This design comes from an exercise in tuning for small area and a short achievable clock period on the open sky130 flow, not from production work.
Function was checked by simulation only, so behaviour that the tests miss may differ from the original.
Power and IR drop assume default switching activity.

==> flow/design.v, too long to show whole: its modules and the start of the top module <==
// module ABC2: 2732 lines
// module FA: 4 lines
// module HA: 4 lines
module ABC2 (
    OUT,
    CLOCK_50,
    RESET_N
);
  // ...
==> flow/run.sh <==
#!/bin/bash
# synth_recipe.tcl (not shown) runs the flow's synth.tcl, then flattens the netlist and writes it again
# the make line also repeats each setting of config.mk as NAME=value (left out here)
make -C /OpenROAD-flow-scripts/flow DESIGN_CONFIG=/design/flow/config.mk WORK_HOME=/design/flow/orfs CLKGATE_MAP_FILE= SYNTH_SCRIPT=/design/flow/synth_recipe.tcl finish
==> flow/config.mk <==
export PLATFORM = sky130hd
export DESIGN_NAME = ABC2
export DESIGN_NICKNAME = ABC2
export VERILOG_FILES = /design/flow/design.v
export SDC_FILE = /design/flow/constraint.sdc
export NUM_CORES = 4
export LEC_CHECK = 0
export CAP_MARGIN = 20
export CORE_MARGIN = 2
export CORE_UTILIZATION = 40
export PLACE_DENSITY = 0.6
export SLEW_MARGIN = 20
export SYNTH_HIERARCHICAL = 1
==> flow/constraint.sdc <==
create_clock -name core_clock -period 18.0 [get_ports {CLOCK_50}]
set_input_delay 3.6000 -clock core_clock [delete_from_list [all_inputs] [get_ports {CLOCK_50}]]
set_output_delay 3.6000 -clock core_clock [all_outputs]
set_load 0.01 [all_outputs]
==> metrics.csv, run 1 <==
stage,metric,value,unit
global_route,first-pass GRT wire length,113,mm
clock_network,Num CTS Buffers,38,
worst_setup_path,WP data required,18.49,ns
yosys,Syn Area/Cell,11.8,µm²
clock_network,CTS tree,yes,
yosys,Synth top area share,0.339,
worst_setup_path,Arrival @ worst endpoint,6.68,ns
hold_path,Hold Path Sink,OUT[5]$_DFF_PN0_,
die,io pins,34,
clock_network,Clock transition at path regs,0.06,ns
sta,Worst-Margin Slew,1.02,ns
yosys,post-synthesis compound-gate area fraction,0.0671,
yosys,"EDFF count, synth",0,
worst_setup_path,Worst Reg-to-Reg Cells,16,
worst_setup_path,R2R Setup Slk,11.81,ns
layout,"most common cell after layout, fill and taps aside",fa_1,
yosys,Synth Area in Adders,0.425,
layout,most frequent cells in the layout,"fa_1 (479), and2_1 (233), nor2_1 (225)",
yosys,sequential share of the synthesized area,0.286,
routing,Post-Route M1 WL,31.8,mm
run_status,status,finished clean,
yosys,mux contribution to synthesized area,0,
placed_design,Placed Instances,3325,
layout,Multi-input comb cells,1897,
routing,Via density,5.22,
yosys,Yosys warning total,7,
worst_setup_path,Slowest cell on crit path,clkinv_1,
power,internal power contribution,1.25,mW
yosys,most common cell in the netlist,fa_1,
routing,Routed met2 length,33.7,mm
sta,Tmin final,6.19,ns
sta,TNS Setup,0,ns
worst_setup_path,worst setup path endpoint,PA[28]$_DFF_P_,
yosys,Most used DFF post-synth,dfrtp_1,
layout,clock network share of area,0.0418,
sta,relative slew slack,0.319,
clock_network,Clock Latency Late Sink,0.56,ns
hold_path,hold crit path type,flip-flop to flip-flop,
routing,highest routed layer,met4,
power,Comb power,0.00993,mW
==> inputs of run 2 (changes only) <==
==> flow/flow/run.sh (new file) <==
#!/bin/bash
# Standard ORFS layout (the standard.sh, unchanged synthesis), asking the
# resizer's repair_timing for a larger setup margin at the same clock and SDC.
set -euo pipefail
bash standard.sh SETUP_SLACK_MARGIN=13.2 finish > flow_make.log 2>&1
==> flow/standard.sh (new file) <==
#!/bin/bash
# synth_recipe.tcl (not shown) runs the flow's synth.tcl, then flattens the netlist and writes it again
# the make line also repeats each setting of config.mk as NAME=value (left out here)
make -C /OpenROAD-flow-scripts/flow DESIGN_CONFIG=/design/flow/config.mk WORK_HOME=/design/flow/orfs CLKGATE_MAP_FILE= SYNTH_SCRIPT=/design/flow/synth_recipe.tcl "${@:-finish}"
removed: flow/run.sh
==> run 2 against run 1 <==
Compared with the run above:
- area after synthesis unchanged
- power is 2.8% higher
- core utilization grew 2.4 points
- first-iteration DRC count increased by 17%
- synthesized cell count unchanged
- largest cell class unchanged
- sequential share of layout area shrank 1.1 points
- global-route usage increased by 0.63 points
==> metrics.csv, run 2 <==
stage,metric,value,unit,change
run_status,status,finished clean,,unchanged
yosys,Synth top area share,0.339,,unchanged
worst_setup_path,Arrival @ worst endpoint,5.27,ns,was 6.68 ns
layout,most frequent cells in the layout,"fa_1 (467), and2_1 (233), nor2_1 (213)",,"was fa_1 (479), and2_1 (233), nor2_1 (225)"
global_route,initial antenna violation count,0,,unchanged
yosys,Post-synth top cells,"fa_1 (479), and2_1 (233), nor2_1 (225)",,unchanged
die,initial core utilization,0.404,,unchanged
layout,"most common cell after layout, fill and taps aside",fa_1,,unchanged
placed_design,Placed Instances,3325,,unchanged
run,max cap viols,0,,unchanged
routing,Antenna Nets Post-Route,0,,unchanged
sta,Tmin final,4.84,ns,was 6.19 ns
yosys,Post-Synth Simple-Gate Area,0.118,,unchanged
layout,Final nets,3206,,"was 3,099"
worst_setup_path,Worst Setup SP,XA[20]$_DFF_PN0_,,was XA[30]$_DFF_PN0_
routing,drt first pass iters,5,,unchanged
yosys,Synth Area in Adders,0.425,,unchanged
die,io pins,34,,unchanged
worst_setup_path,CP Launch Type,flip-flop,,unchanged
placed_design,GP Congestion,0.914,,was 0.902
global_route,grt ovf,0,,unchanged
die,die footprint,72800,µm²,unchanged
yosys,post-synthesis compound-gate area fraction,0.0671,,unchanged
sta,Final Max Slew Viols,0,,unchanged
routing,DR vias,18300,,"was 17,700"
yosys,most common cell in the netlist,fa_1,,unchanged
clock_network,Num CTS Buffers,39,,was 38
routing,Iter 0 DRT Violations,1298,,"was 1,111"
yosys,"FFs w/ async S/R, synth",0.646,,unchanged
worst_setup_path,"critical path fanouts, max",9,,was 26
die,# rows,97,,unchanged
power,total power,1.63,mW,was 1.58 mW
sta,Setup-failing EPs final,0,,unchanged
die,die width,270,µm,unchanged
routing,DRC Markers,0,,unchanged
yosys,xor/xnor cell area share of the yosys netlist,0.0837,,unchanged
worst_setup_path,crit path kind,flip-flop to flip-flop,,unchanged
sta,"Hold Vio Cnt, Final",0,,unchanged
yosys,sequential share of the synthesized area,0.286,,unchanged
layout,layout cells sized above 1,0.144,,was 0.0436
hold_path,hold path start,TB[2]$_DFF_P_,,was TB[5]$_DFF_P_
power,maximum VDD drop,0.0559,mV,was 0.0523 mV
placed_design,IO Port Bufs,33,,unchanged
global_route,vias in the first global route,19900,,"was 19,700"
yosys,Seq cells post-synth,347,,unchanged
yosys,Yosys cell types,62,,unchanged
sta,Final period util,0.269,,was 0.344
worst_setup_path,WP data required,18.43,ns,was 18.49 ns
layout,area grow syn2layout,15.3,%,was 9.51%
global_route,first-pass GRT wire length,116,mm,was 113 mm
sta,RSZ-0062 raised after global routing,yes,,was no
yosys,Synth Cell Area,28300,µm²,unchanged
clock_network,Root Buffer,clkbuf_16,,unchanged
yosys,mux contribution to synthesized area,0,,unchanged
clock_network,H-tree Lvls,2,,unchanged
sta,relative slew slack,0.505,,was 0.319
sta,Clock Skew,0.0322,ns,was 0.0299 ns
worst_setup_path,endpoint type of the worst setup path,flip-flop,,unchanged
layout,Post-Layout Cell Count,3504,,"was 3,394"
layout,filler instances,6219,,"was 6,448"
yosys,ranking of synthesized cells by area,"fa_1 (34%), dfrtp_1 (18%), dfxtp_1 (8.7%)",,unchanged
yosys,Most used DFF post-synth,dfrtp_1,,unchanged
yosys,Syn Area/Cell,11.8,µm²,unchanged
hold_path,hold crit path type,flip-flop to flip-flop,,unchanged
die,core area,70000,µm²,unchanged
clock_network,Clock Latency Late Sink,0.58,ns,was 0.56 ns
yosys,Gate Count Post-Synth,2397,,unchanged
yosys,Yosys top cell by area,fa_1,,unchanged
worst_setup_path,Reg2Reg Launch Point,XA[20]$_DFF_PN0_,,was XA[30]$_DFF_PN0_
clock_network,Clock transition at path regs,0.06,ns,about the same
global_route,pin count of the biggest net entering global routing,87,,was 94
layout,Util after Layout,0.465,,was 0.442
clock_network,CTS max path bufs,3,,unchanged
yosys,main combinational cell family by area after synthesis,adder cells,,unchanged
global_route,total track usage,0.206,,was 0.199
die,Die Y,270,µm,unchanged
routing,Via density,5.23,,was 5.22
yosys,Yosys warning total,7,,unchanged
power,Static Leak,15.8,nW,was 15.2 nW
sta,Worst-Margin Slew,0.737,ns,was 1.02 ns
placed_design,DP HPWL,54.8,mm,was 54.4 mm
yosys,Mapped Nets,3071,,unchanged
sta,Fmax,207,MHz,was 162 MHz
sta,TNS Setup,0,ns,unchanged
routing,Routed WL,74.7,mm,was 70.5 mm
clock_network,CTS tree,yes,,unchanged
power,power per cell area,49.9,nW/µm²,was 51.1 nW/µm²
yosys,"EDFF count, synth",0,,unchanged
routing,WL/cell,21.3,µm,was 20.8 µm
clock_network,CTS sink count,347,,unchanged
## run 2: cell counts after synthesis
No cell type changed its count.
## run 2: logic make-up after synthesis
family,count (synthesis)
adder cells (fa/ha/maj),672
XOR/XNOR,270
AND/OR/NAND/NOR,662
buffers and inverters,153
AO/OA/AOI/OAI,293
flip-flops,347
## run 2: cell type report
cell class / count / area (µm²) / area share
repair buffers: 148 / 1310 / 0.0403
inverters: 93 / 478 / 0.0147
multi-input cells: 1897 / 20000 / 0.615
repair inverters: 6 / 46.3 / 0.00142
flip-flops and latches: 347 / 8160 / 0.250
diodes: 1 / 2.50 / 0.0000768
well taps: 940 / 1180 / 0.0361
clock inverters: 19 / 273 / 0.00837
clock buffers: 53 / 1100 / 0.0337
## run 2: report_power, final
| group | switching [mW] | internal [mW] | leakage [nW] | total (mW) |
|---|---|---|---|---|
| registers | 0 | 0.775 | 3.92 | 0.775 |
| clock network | 0.334 | 0.507 | 0.670 | 0.840 |
| logic | 0.00959 | 0.00106 | 11.2 | 0.0107 |
| total | 0.343 | 1.28 | 15.8 | 1.63 |
## run 2: final timing paths
kind	endpoint	slack (ns)	depth (start not counted)
setup / recovery	PA[27]$_DFF_P_	13.16	16
hold / removal	OUT[2]$_DFF_PN0_	0.32	0
setup reg to reg	PA[27]$_DFF_P_	13.16	16
hold reg to reg	OUT[2]$_DFF_PN0_	0.32	0
max in group asynchronous	XA[14]$_DFF_PN0_	13.57	3
min in group asynchronous	L0[26]$_DFF_PN0_	3.01	1
## run 2: metal layers
layer	vias to the layer above	wire (µm)	GRT usage
met4	0	2350	0.0629
met3	131	3730	0.0310
met2	554	35300	0.336
li1	8087	-	-
met5	-	0	0
met1	9553	33300	0.283
## run 2: stage by stage
step                setup slack, ns  hold slack [ns]  area, µm²
finish                        13.16            0.317      32600
global route                  13.07            0.323      32600
CTS                           13.18            0.315      31800
detailed placement            11.95            0.320      29700
global placement              12.05            0.317      29700
floorplan                     13.21            0.316      28300
## run 2: critical path: stages, from the launching register on
cell and delay (ns):
dfrtp_1 0.38, buf_12 0.15, clkinvlp_4 0.19, buf_4 0.21
buf_4 0.18, nor2_1 0.14, fa_1 0.46, fa_1 0.49
fa_1 0.41, fa_1 0.54, fa_1 0.46, ha_4 0.34
and3b_1 0.18, a21oi_1 0.04, o21ai_1 0.12, nor4_1 0.08
a311o_1 0.32
## run 2: Yosys stat by module, one instance, submodules excluded
| module | area [µm²] | cells inside | flip-flops and latches | times used |
|---|---|---|---|---|
| ABC2 | 17900 | 1852 | 347 | 1 |
| FA | 20.0 | 1 | 0 | 476 |
| HA | 12.5 | 1 | 0 | 69 |
## run 2: repair_timing
| action | in CTS | in global routing |
|---|---|---|
| pin swaps | 3 | 44 |
| gates resized for setup | 196 | 111 |
| endpoints found under the hold margin | 0 | 0 |
| gates cloned | 5 | 2 |
| setup endpoints to repair | 139 | 109 |
| hold buffers | 0 | 0 |
| setup buffers | 43 | 56 |
==> inputs of run 3 (changes only) <==
--- a/flow/config.mk
+++ b/flow/config.mk
@@ -9,4 +9,4 @@
 export CORE_MARGIN = 2
-export CORE_UTILIZATION = 40
-export PLACE_DENSITY = 0.6
+export CORE_UTILIZATION = 65
+export PLACE_DENSITY = 0.8
 export SLEW_MARGIN = 20
==> run 3 against run 2 <==
Compared with the run above:
- still clean
- register-to-register slack barely moved
- sequential share of layout area rose by 0.50 points
- cell area fell by 1.9%
- global-route usage rose by 13 points
- critical path depth rose by 1
- fmax rose by 0.21%
- sequential power barely moved
- critical path type unchanged
- critical endpoint is now PA[28]$_DFF_P_
- highest routed layer is now met5
==> metrics.csv, run 3 <==
stage,metric,value,unit,change
layout,Final nets,3184,,"was 3,206"
sta,Clock Skew,0.0333,ns,was 0.0322 ns
routing,Routed WL,75.3,mm,was 74.7 mm
clock_network,CTS sink count,347,,unchanged
clock_network,CTS max path bufs,3,,unchanged
clock_network,H-tree Lvls,2,,unchanged
yosys,Syn Area/Cell,11.8,µm²,unchanged
yosys,Gate Count Post-Synth,2397,,unchanged
power,part of the power in the clock network,0.494,,was 0.517
placed_design,GP Congestion,0.958,,was 0.914
yosys,"FFs w/ async S/R, synth",0.646,,unchanged
sta,"Hold Vio Cnt, Final",0,,unchanged
power,Static Leak,15.6,nW,was 15.8 nW
die,core area,43000,µm²,"was 70,000 µm²"
power,maximum VDD drop,0.0519,mV,was 0.0559 mV
clock_network,Root Buffer,clkbuf_16,,unchanged
worst_setup_path,"critical path fanouts, max",8,,was 9
routing,drt first pass iters,6,,was 5
power,sw power,0.323,mW,was 0.343 mW
yosys,Synth Area in Adders,0.425,,unchanged
global_route,pin count of the biggest net entering global routing,91,,was 87
yosys,mux contribution to synthesized area,0,,unchanged
layout,layout cells sized above 1,0.134,,was 0.144
yosys,main combinational cell family by area after synthesis,adder cells,,unchanged
placed_design,IO Port Bufs,33,,unchanged
sta,TNS Setup,0,ns,unchanged
layout,filler instances,2718,,"was 6,219"
sta,relative slew slack,0.450,,was 0.505
routing,WL/cell,24.1,µm,was 21.3 µm
routing,Via density,6.10,,was 5.23
global_route,grt ovf,0,,unchanged
placed_design,Placed Instances,2969,,"was 3,325"
yosys,Post-Synth Simple-Gate Area,0.118,,unchanged
worst_setup_path,endpoint type of the worst setup path,flip-flop,,unchanged
yosys,Synth Cell Area,28300,µm²,unchanged
die,Die Y,213,µm,was 270 µm
global_route,first-pass GRT wire length,115,mm,was 116 mm
yosys,Seq cells post-synth,347,,unchanged
clock_network,Num CTS Buffers,35,,was 39
layout,"most common cell after layout, fill and taps aside",fa_1,,unchanged
yosys,Post-synth top cells,"fa_1 (479), and2_1 (233), nor2_1 (225)",,unchanged
routing,DR vias,19100,,"was 18,300"
global_route,total track usage,0.340,,was 0.206
routing,Antenna Nets Post-Route,0,,unchanged
routing,Iter 0 DRT Violations,1573,,"was 1,298"
layout,Post-Layout Cell Count,3123,,"was 3,504"
die,# rows,76,,was 97
yosys,"EDFF count, synth",0,,unchanged
power,sequential share of power,0.499,,was 0.477
die,die footprint,45200,µm²,"was 72,800 µm²"
clock_network,Clock transition at path regs,0.07,ns,was 0.06 ns
yosys,post-synthesis compound-gate area fraction,0.0671,,unchanged
run,max cap viols,0,,unchanged
placed_design,DP HPWL,53.0,mm,was 54.8 mm
sta,Final Max Slew Viols,0,,unchanged
die,io pins,34,,unchanged
yosys,Yosys cell types,62,,unchanged
power,power per cell area,48.5,nW/µm²,was 49.9 nW/µm²
sta,Final period util,0.268,,was 0.269
sta,RSZ-0062 raised after global routing,yes,,unchanged
run_status,status,finished clean,,unchanged
power,Sw Share,0.209,,was 0.211
yosys,sequential share of the synthesized area,0.286,,unchanged
worst_setup_path,CP Launch Type,flip-flop,,unchanged
die,die width,213,µm,was 270 µm
global_route,vias in the first global route,20800,,"was 19,900"
sta,Worst-Margin Slew,0.825,ns,was 0.737 ns
yosys,xor/xnor cell area share of the yosys netlist,0.0837,,unchanged
yosys,Most used DFF post-synth,dfrtp_1,,unchanged
clock_network,CTS tree,yes,,unchanged
sta,Fmax,207,MHz,about the same
worst_setup_path,Arrival @ worst endpoint,5.29,ns,was 5.27 ns
clock_network,CTS Hold Bufs,0,,unchanged
routing,DRC Markers,0,,unchanged
power,internal power contribution,1.23,mW,was 1.28 mW
yosys,Yosys warning total,7,,unchanged
layout,most frequent cells in the layout,"fa_1 (461), and2_1 (233), nor2_1 (202)",,"was fa_1 (467), and2_1 (233), nor2_1 (213)"
sta,Setup-failing EPs final,0,,unchanged
yosys,Mapped Nets,3071,,unchanged
yosys,most common cell in the netlist,fa_1,,unchanged
yosys,Yosys top cell by area,fa_1,,unchanged
clock_network,Clock Latency Late Sink,0.55,ns,was 0.58 ns
yosys,Synth top area share,0.339,,unchanged
worst_setup_path,WP data required,18.46,ns,was 18.43 ns
global_route,initial antenna violation count,2,,was 0
sta,Tmin final,4.83,ns,was 4.84 ns
power,Combinational Power Share,0.006,,was 0.007
worst_setup_path,crit path kind,flip-flop to flip-flop,,unchanged
yosys,ranking of synthesized cells by area,"fa_1 (34%), dfrtp_1 (18%), dfxtp_1 (8.7%)",,unchanged
hold_path,hold crit path type,flip-flop to flip-flop,,unchanged
layout,area grow syn2layout,13.2,%,was 15.3%
die,initial core utilization,0.657,,was 0.404
## run 3: per-layer routing
layer | up-vias | track usage | routed length (µm)
met3 | 275 | 0.0622 | 6450
met5 | - | 0 | 8
met2 | 1031 | 0.562 | 36000
li1 | 8052 | - | -
met4 | 2 | 0.172 | 4490
met1 | 9692 | 0.435 | 28300
## run 3: power groups by stage
stage	clock network, mW	registers, mW	logic (mW)
after floorplan	0	0.791	0.0000105
after CTS	0.771	0.775	0.0106
after global placement	0	0.791	0.0101
after global routing	0.802	0.774	0.0121
after detailed placement	0	0.791	0.0104
final	0.766	0.774	0.00994
## run 3: final timing paths
kind,start,end,slack (ns),depth (start not counted)
worst max-delay path,XA[19]$_DFF_PN0_,PA[28]$_DFF_P_,13.17,17
worst min-delay path,TB[7]$_DFF_P_,OUT[7]$_DFF_PN0_,0.32,0
worst max register to register,XA[19]$_DFF_PN0_,PA[28]$_DFF_P_,13.17,17
worst min register to register,TB[7]$_DFF_P_,OUT[7]$_DFF_PN0_,0.32,0
max in group asynchronous,RESET_N,XA[29]$_DFF_PN0_,13.68,2
min in group asynchronous,RESET_N,OUT[6]$_DFF_PN0_,3.02,1
## run 3: per-module statistics from Yosys (local to each module, per instance)
module | area [µm²] | cells | copies in the design
ABC2 | 17900 | 1852 | 1
FA | 20.0 | 1 | 476
HA | 12.5 | 1 | 69
## run 3: cell type report
class	instances	area, µm²	area share
antenna	1	2.50	0.0000782
clock buffer	49	970	0.0303
clock inverter	15	221	0.00692
inverter	93	467	0.0146
multi-input combinational	1897	20100	0.629
sequential	347	8170	0.255
tap	585	732	0.0229
timing repair buffer	130	1250	0.0392
timing repair inverter	6	45.0	0.00141
## run 3: critical path, cell delays in order, from the launching register on
cell and delay [ns]:
dfrtp_1 0.37, buf_12 0.16, clkinvlp_4 0.25, buf_4 0.23, nor2_1 0.12, fa_1 0.45
fa_1 0.54, fa_1 0.44, fa_1 0.50, ha_2 0.32, a21o_1 0.19, a21oi_2 0.14
o21ai_1 0.10, a31o_1 0.25, a21oi_2 0.17, o2111ai_1 0.15, a21oi_1 0.21, xnor2_1 0.14
## run 3: metrics by stage
stage	utilization	hold WS [ns]	setup WS, ns	cell area (µm²)	total power, mW
6_report	0.744	0.323	13.17	32000	1.55
2_1_floorplan	-	0.316	13.21	28300	0.791
5_1_grt	0.744	0.333	13.07	32000	1.59
3_3_place_gp	0.679	0.317	12.31	29200	0.801
4_1_cts	0.723	0.325	13.12	31100	1.56
3_5_place_dp	0.679	0.321	12.14	29200	0.801
## run 3: cells by family (layout without fill, tap and decap cells)
kind of cell,Yosys count,after routing
AO/OA/AOI/OAI,293,293
XOR/XNOR,270,270
adder cells (fa/ha/maj),672,672
buffers and inverters,153,293
flip-flops,347,347
other,0,1
AND/OR/NAND/NOR,662,662
## run 3: timing repair
item | CTS | global route
resized for setup | 144 | 144
endpoints found under the hold margin | 0 | 0
cloned | 6 | 1
setup endpoints to repair | 55 | 28
buffers inserted | 35 | 47
pin swaps | 6 | 53

[re-timing with driven ports]
In the flow no input, the clock included, has a driving cell. The finished layouts below were timed again as built, in two steps. Step 1 sets driving cells, clkbuf_16 on the clock port and buf_2 on the other inputs (assumed; they add their load-dependent delay and slew). Step 2, shift: input delay + t, output delay - t, t = (earliest + latest rising clock arrival at the registers) / 2. This alone moves slack from input paths to output paths. Three values: no drivers, after step 1, after step 2; two values: the first two.
run | shift t [ns] | setup WS [ns] | latest minus earliest clock arrival (ns) | pins driven straight from the clock port
run 1 | 0.601 | 11.811 / 11.811 / 11.811 | 0.029 / 0.030 | 1
run 2 | 0.615 | 13.164 / 13.164 / 12.954 | 0.032 / 0.032 | 1
run 3 | 0.585 | 13.175 / 13.168 / 13.095 | 0.033 / 0.034 | 1
After both steps setup and hold are still met in every run listed. For run 2, which loses most, drivers alone change the setup slack by 0.000 ns; drivers and shift together by -0.210 ns. Setup slack includes reset recovery checks.
